Source: an optimization exercise on an open RTL-to-GDS flow (aim: small area and a short achievable clock period). Production flows keep margins and buffers that such runs may drop. The RTL was checked by simulation tests, not by an equivalence proof against the original design. Power figures rest on the tool's default switching activity, not on a simulated workload.

<file path="run.sh">
#!/bin/bash
# synth_recipe.tcl (not shown) runs the flow's synth.tcl, then flattens the netlist and writes it again
# the make line also repeats each setting of config.mk as NAME=value (left out here)
make -C /OpenROAD-flow-scripts/flow DESIGN_CONFIG=/design/flow/config.mk WORK_HOME=/design/flow/orfs CLKGATE_MAP_FILE= SYNTH_SCRIPT=/design/flow/synth_recipe.tcl finish
</file>
<file path="config.mk">
export PLATFORM = sky130hd
export DESIGN_NAME = top
export DESIGN_NICKNAME = top
export VERILOG_FILES = /design/flow/design.v
export SDC_FILE = /design/flow/constraint.sdc
export NUM_CORES = 4
export LEC_CHECK = 0
export CAP_MARGIN = 20
export CORE_MARGIN = 2
export CORE_UTILIZATION = 40
export PLACE_DENSITY = 0.6
export SLEW_MARGIN = 20
</file>
<file path="constraint.sdc">
create_clock -name core_clock -period 5.0 [get_ports {clk}]
set_input_delay 1.0000 -clock core_clock [delete_from_list [all_inputs] [get_ports {clk}]]
set_output_delay 1.0000 -clock core_clock [all_outputs]
set_load 0.01 [all_outputs]
</file>
<file path="design.v">
module PE
#(parameter DATA_WIDTH=8, parameter EARLY=0)
(
    input clk,
    input rst_n,
    input en,                                    
    input [DATA_WIDTH-1:0] data_in,
    input [DATA_WIDTH-1:0] weights_in,
    output reg [2*DATA_WIDTH-1:0] sum,
    output reg ready
);
reg [4:0] cnt;
wire c27 = (cnt == 5'd27);
always @(posedge clk or negedge rst_n)
begin
    if (!rst_n)
        cnt <= 5'd0;
    else if (en & ~c27)
        cnt <= cnt + 1'b1;
    else
        cnt <= 5'd0;
end
always @(posedge clk or negedge rst_n)
begin
    if (!rst_n)
        ready <= 1'b0;
    else
        ready <= c27;
end
reg [2*DATA_WIDTH-1:0] P;
always @(posedge clk)
    P <= data_in * weights_in;
wire take = en & ~c27;
wire acc;
generate
if (EARLY) begin : g_early
    assign acc = take;
end else begin : g_lag
    reg v;
    always @(posedge clk or negedge rst_n)
    begin
        if (!rst_n)
            v <= 1'b0;
        else
            v <= take;
    end
    assign acc = v;
end
endgenerate
always @(posedge clk or negedge rst_n)
begin
    if (!rst_n)
        sum <= 'd0;
    else
        sum <= (ready ? {2*DATA_WIDTH{1'b0}} : sum) + (acc ? P : {2*DATA_WIDTH{1'b0}});
end
endmodule
module input_bus
#(parameter BUS_WIDTH=8, parameter TAPS=3)
(
    input clk,
    input rst_n,
    input en,
    input [BUS_WIDTH-1:0] data,
    output reg [2:0] en_l,
    output [3*BUS_WIDTH-1:0] data_l
);
always @(posedge clk or negedge rst_n)
begin
    if (!rst_n)
        en_l <= 3'b000;
    else
        en_l <= {en_l[1:0], en};
end
reg [BUS_WIDTH-1:0] d0, d1;
wire [BUS_WIDTH-1:0] d2;
always @(posedge clk)
begin
    d0 <= data;
    d1 <= d0;
end
generate
if (TAPS > 2) begin : g_t2
    reg [BUS_WIDTH-1:0] d2r;
    always @(posedge clk)
        d2r <= d1;
    assign d2 = d2r;
end else begin : g_not2
    assign d2 = {BUS_WIDTH{1'b0}};
end
endgenerate
assign data_l = {d2, d1, d0};
endmodule
module obuffer
#(parameter DATA_WIDTH=8)
(
    input clk,
    input rst_n,
    input p0_ready,
    input p1_ready,
    input p2_ready,
    input [2*DATA_WIDTH-1:0] p0_din,
    input [2*DATA_WIDTH-1:0] p1_din,
    input [2*DATA_WIDTH-1:0] p2_din,
    output reg empty,
    output reg full,
    input rd_en,
    output reg [2*DATA_WIDTH-1:0] data_rdout,
    output reg errout
);
reg [2*DATA_WIDTH-1:0] mem [0:8];
reg [3:0] wr_addr, rd_addr, count;
wire any = p0_ready | p1_ready | p2_ready;
wire two = (p0_ready & p1_ready) | (p0_ready & p2_ready) | (p1_ready & p2_ready);
wire wr = any & ~full;
wire rd = rd_en & ~empty;
wire [2*DATA_WIDTH-1:0] wdata = ({2*DATA_WIDTH{p0_ready}} & p0_din)
                              | ({2*DATA_WIDTH{p1_ready}} & p1_din)
                              | ({2*DATA_WIDTH{p2_ready}} & p2_din);
always @(posedge clk)
    if (wr & ~two)
        mem[wr_addr] <= wdata;
always @(posedge clk or negedge rst_n)
begin
    if (!rst_n) begin
        wr_addr <= 4'd0;
        rd_addr <= 4'd0;
        count <= 4'd0;
        empty <= 1'b1;
        full <= 1'b0;
        errout <= 1'b0;
        data_rdout <= 'd0;
    end else begin
        if (wr)
            wr_addr <= (wr_addr == 4'd8) ? 4'd0 : wr_addr + 1'b1;
        if (rd) begin
            rd_addr <= (rd_addr == 4'd8) ? 4'd0 : rd_addr + 1'b1;
            data_rdout <= mem[rd_addr];
        end
        if (wr & two)
            errout <= 1'b1;
        if (wr & ~rd) begin
            count <= count + 1'b1;
            empty <= 1'b0;
            full <= (count == 4'd8);
        end else if (rd & ~wr) begin
            count <= count - 1'b1;
            empty <= (count == 4'd1);
            full <= 1'b0;
        end
    end
end
endmodule
module top(
    clk,
    rst_n,
    ifm0,
    ifm1,
    ifm2,
    ifm0_en,
    ifm1_en,
    ifm2_en,
    w0,
    w1,
    w2,
    w0_en,
    w1_en,
    w2_en,
    obf0_rd_en,
    obf1_rd_en,
    obf2_rd_en,
    obf0_empty,
    obf1_empty,
    obf2_empty,
    obf0_full,
    obf1_full,
    obf2_full,
    obf0_err,
    obf1_err,
    obf2_err,
    obf0_out,
    obf1_out,
    obf2_out
);
parameter DATA_WIDTH=8;
input clk,rst_n;
input ifm0_en,ifm1_en,ifm2_en;
input w0_en,w1_en,w2_en;
input [DATA_WIDTH-1:0] ifm0,ifm1,ifm2;
input [DATA_WIDTH-1:0] w0,w1,w2;
input obf0_rd_en,obf1_rd_en,obf2_rd_en;
output obf0_empty,obf1_empty,obf2_empty;
output obf0_full,obf1_full,obf2_full;
output obf0_err,obf1_err,obf2_err;
output [2*DATA_WIDTH-1:0] obf0_out,obf1_out,obf2_out;
localparam DW = DATA_WIDTH;
wire [2:0] fen [0:2];
wire [2:0] wen [0:2];
wire [3*DW-1:0] fd [0:2];
wire [3*DW-1:0] wd [0:2];
wire [DW-1:0] ifm_in [0:2];
wire [DW-1:0] w_in [0:2];
wire ifm_en_in [0:2];
wire w_en_in [0:2];
assign ifm_in[0] = ifm0; assign ifm_in[1] = ifm1; assign ifm_in[2] = ifm2;
assign w_in[0] = w0; assign w_in[1] = w1; assign w_in[2] = w2;
assign ifm_en_in[0] = ifm0_en; assign ifm_en_in[1] = ifm1_en; assign ifm_en_in[2] = ifm2_en;
assign w_en_in[0] = w0_en; assign w_en_in[1] = w1_en; assign w_en_in[2] = w2_en;
genvar i, j;
generate
for (i = 0; i < 3; i = i + 1) begin : g_bus
    input_bus #(.BUS_WIDTH(DW), .TAPS(i == 0 ? 3 : 2)) ifm_bus (
        .clk(clk), .rst_n(rst_n), .en(ifm_en_in[i]), .data(ifm_in[i]),
        .en_l(fen[i]), .data_l(fd[i]));
    input_bus #(.BUS_WIDTH(DW), .TAPS(i == 0 ? 3 : 2)) w_bus (
        .clk(clk), .rst_n(rst_n), .en(w_en_in[i]), .data(w_in[i]),
        .en_l(wen[i]), .data_l(wd[i]));
end
endgenerate
wire [2*DW-1:0] pe_sum [0:8];
wire [8:0] pe_rdy;
generate
for (i = 0; i < 3; i = i + 1) begin : g_row
    for (j = 0; j < 3; j = j + 1) begin : g_col
        localparam E = (i > 0) && (j > 0);
        localparam JA = E ? j - 1 : j;
        localparam IB = E ? i - 1 : i;
        PE #(.DATA_WIDTH(DW), .EARLY(E)) pe (
            .clk(clk),
            .rst_n(rst_n),
            .en(fen[i][j] & wen[j][i]),
            .data_in(fd[i][JA*DW +: DW]),
            .weights_in(wd[j][IB*DW +: DW]),
            .sum(pe_sum[3*i+j]),
            .ready(pe_rdy[3*i+j])
        );
    end
end
endgenerate
obuffer #(.DATA_WIDTH(DW)) obf0(
    .clk(clk), .rst_n(rst_n),
    .p0_ready(pe_rdy[0]), .p1_ready(pe_rdy[3]), .p2_ready(pe_rdy[6]),
    .p0_din(pe_sum[0]), .p1_din(pe_sum[3]), .p2_din(pe_sum[6]),
    .empty(obf0_empty), .full(obf0_full), .rd_en(obf0_rd_en),
    .data_rdout(obf0_out), .errout(obf0_err)
);
obuffer #(.DATA_WIDTH(DW)) obf1(
    .clk(clk), .rst_n(rst_n),
    .p0_ready(pe_rdy[1]), .p1_ready(pe_rdy[4]), .p2_ready(pe_rdy[7]),
    .p0_din(pe_sum[1]), .p1_din(pe_sum[4]), .p2_din(pe_sum[7]),
    .empty(obf1_empty), .full(obf1_full), .rd_en(obf1_rd_en),
    .data_rdout(obf1_out), .errout(obf1_err)
);
obuffer #(.DATA_WIDTH(DW)) obf2(
    .clk(clk), .rst_n(rst_n),
    .p0_ready(pe_rdy[2]), .p1_ready(pe_rdy[5]), .p2_ready(pe_rdy[8]),
    .p0_din(pe_sum[2]), .p1_din(pe_sum[5]), .p2_din(pe_sum[8]),
    .empty(obf2_empty), .full(obf2_full), .rd_en(obf2_rd_en),
    .data_rdout(obf2_out), .errout(obf2_err)
);
endmodule
</file>
==> metrics.cfg <==
[outcome]
run_status = no timing/DRC/antenna violations

[power_and_ir_drop]
p_sw_frac = 0.3465
leakage_nw = 29.78
power_frac_comb = 0.360
p_int_mw = 20.24
switching_power_mw = 10.73
ir_drop_uv = 304.4
clock_power_share = 0.279
p_seq_frac = 0.361
power_density_nw_per_um2 = 462.4

[cts]
cts_tree = built
post-cts-setup-buffers = 0
post_cts_resized = 0
clock_sinks = 1002
insertion_delay_ns = 0.75
root_buffer = clkbuf_16
clockBufferDepth = 3
clkTransAtPathRegs_ns = 0.06
ctsHoldBuffers = 0
cts_buffers = 113
cts_htree_levels = 3

[timing]
whs_ns = 0.1974
hold_violations = 0
slew_violations = 0
slew_headroom = 0.2792
clock_skew_ns = 0.07075
max_freq_mhz = 220.4
tightest_slew_ns = 1.081
tns_ns = 0
period_share = 0.9076
rsz0062_at_grt = no
setup_viol = 0
min_period_ns = 4.538

[yosys]
synth.ff_latch_count = 1002
synth.distinct_cells = 68
syn_inst = 5290
ys_warn_count = 6
syn_nets = 6183
syn_area_per_cell_um2 = 11.25
yosys_most_used_dff = edfxtp_1
ys_seq_area_frac = 0.4361
netlist_area_um2 = 59520
synth_edf_count = 432
synth-async-reset-ratio = 0.3134

[detailed_routing]
dr_total_vias = 37869
wire_per_inst_um = 17.79
ant_nets = 0
firstDrtPassIters = 9
drc_errors = 0
avgViaCountPerCell = 5.071
drt-total-wl_mm = 132.8
drt_iter0_drc = 2151

[grt]
antenna_found_initial = 10
first_global_vias = 39355
grt_max_degree = 73
overflow = 0
grt_first_pass_wirelength_mm = 215.1
track_usage = 0.1783

[floorplan]
rows = 141
fp.dieH_um = 389.8
start_util = 0.4031
core_area_um2 = 147700
ios = 116
die_w_um = 389.8
die_area_um2 = 151900

[worst_setup_path]
endpoint = g_row[1].g_col[1].pe.P[15]
end_kind = register
rr_endpoint = g_row[1].g_col[1].pe.P[15]
cp.arrival_ns = 5.14
r2r-start = g_bus[1].w_bus.d0[3]
required_ns = 5.60
start_kind = register
crit_start = g_bus[1].w_bus.d0[3]
path_max_fanout = 17
r2r_cells = 14
crit_type = register to register
r2r_setup_slack_ns = 0.46

[layout]
nets = 6329
fillers = 13565
layout_common_cells = 618 x inv_1, 618 x and2_1, 501 x ha_1, 432 x edfxtp_1, 389 x nand2_1
drive_gt1_frac = 0.06682
areaGrowthSynthToFinish_pct = 12.54

[placement]
gp_congestion = 0.8427
dp_hpwl_mm = 94.95
port_buffers = 115

[flow_run]
cap_violations = 0

[hold_path]
min_path_type = input pin to async pin

[worst min-delay path by stage]
stage                             endpoint
CTS                        obf1.rd_addr[3]
floorplan           g_bus[0].w_bus.en_l[1]
global route               obf1.rd_addr[3]
global placement    g_bus[1].w_bus.en_l[1]
finish                     obf1.rd_addr[3]
detailed placement  g_bus[1].w_bus.en_l[1]
[critical path, stage by stage, from the launching register on]
cell	delay, ns
dfxtp_1	0.69
and2_1	0.24
fa_1	0.45
fa_1	0.53
fa_1	0.51
inv_1	0.05
fa_1	0.47
inv_1	0.04
ha_1	0.31
or2_2	0.32
a21oi_1	0.14
a21oi_1	0.07
a211oi_1	0.34
a21oi_1	0.14
xnor2_1	0.13
[power groups by stage]
stage	Sequential, mW	Clock, mW	Combinational, mW
finish	11.2	8.65	11.2
global route	11.4	9.20	12.8
CTS	11.2	8.89	11.3
detailed placement	11.4	0	11.2
global placement	11.3	0	11.1
floorplan	10.6	0	9.01
[state kept, by name (all words and copies together), names as in the netlist, 16 cells and up]
name / cells
g_row.g_col.pe.P: 144
g_row.g_col.pe.cnt: 45
obf0.mem: 144
g_bus.w_bus.d1: 24
obf2.mem: 144
g_row.g_col.pe.sum: 144
obf2.data_rdout: 16
g_bus.ifm_bus.d1: 24
g_bus.ifm_bus.d0: 24
obf0.data_rdout: 16
obf1.data_rdout: 16
g_bus.w_bus.d0: 24
obf1.mem: 144
[kinds of logic (layout without fill, tap and decap cells)]
group	count (synthesis)	count (layout)	synth area share
mux	109	109	0.03857
flops	1002	1002	0.4361
simple gates	1631	1631	0.1478
fa+ha+maj	836	836	0.2176
xor+xnor	243	243	0.03575
other cells	0	1	0
buf+inv	761	1008	0.04824
compound gates	708	708	0.07588
[synth_stat cells (all sizes together), types with 62 or more instances]
cell type / count / share of area
edfxtp: 432 / 0.22
nor2: 149 / 0.0094
inv: 620 / 0.039
nor3: 65 / 0.0055
clkbuf: 115 / 0.0073
nor2b: 165 / 0.017
ha: 501 / 0.11
fa: 333 / 0.11
dfrtp: 311 / 0.13
a21oi: 250 / 0.021
and2: 618 / 0.065
nand2: 389 / 0.025
nand3: 62 / 0.0052
xnor2: 180 / 0.026
xor2: 63 / 0.0093
dfxtp: 256 / 0.086
mux4: 96 / 0.036
o21ai: 162 / 0.014
[area by class of cell]
type                            count  area [um2]  area share
Clock inverter                     57       708.2     0.01057
Inverter                          624        2342     0.03497
Sequential cell                  1002       25970      0.3876
Tap cell                         1930        2415     0.03605
Clock buffer                      159        3243     0.04841
Multi-Input combinational cell   3527       30710      0.4585
Antenna cell                        1       2.502  0.00003736
Timing Repair Buffer              168        1599     0.02387
[layer usage]
layer	up-vias	share of wire	GRT usage
met3	167	0.046	0.02733
li1	18231	-	-
met2	668	0.47	0.2966
met4	4	0.023	0.04891
met5	-	0.00020	0
met1	18799	0.46	0.2421
[stage by stage]
stage / worst slack, ns / instances / cell area, um2 / power (mW) / utilization
after global placement: 0.5120 / 7250 / 63020 / 22.40 / 0.4268
after floorplan: 0.7732 / 5290 / 59520 / 19.56 / -
after CTS: 0.4377 / 7466 / 66970 / 31.38 / 0.4535
final: 0.4621 / 7468 / 66990 / 30.98 / 0.4537
after detailed placement: 0.4513 / 7250 / 63020 / 22.54 / 0.4268
after global routing: 0.1423 / 7468 / 66990 / 33.34 / 0.4537

static timing again, ports no longer ideal:
No port has a modelled driver above. Below, the same layout with a new extraction and two added sets of constraints. Step 1 assumes that a clkbuf_16 drives the clock port and a buf_2 every other input. Step 2, shift: input delay + t, output delay - t, t = (earliest + latest rising clock arrival at the registers) / 2. This alone moves slack from input paths to output paths. Three values: ideal ports, drivers, drivers and shift; two values: the first two.
t (ns): 0.799
slack for setup (ns): 0.462 / 0.462 / 0.462
latest minus earliest clock arrival (ns): 0.076 / 0.076
worst register clock-pin slew, ns: 0.07 / 0.07
worst data-port slew with drivers (ns): 0.17
After both steps this run still meets setup and hold. The setup slack of this run moves by 0.000 ns with the drivers and by 0.000 ns with both steps.
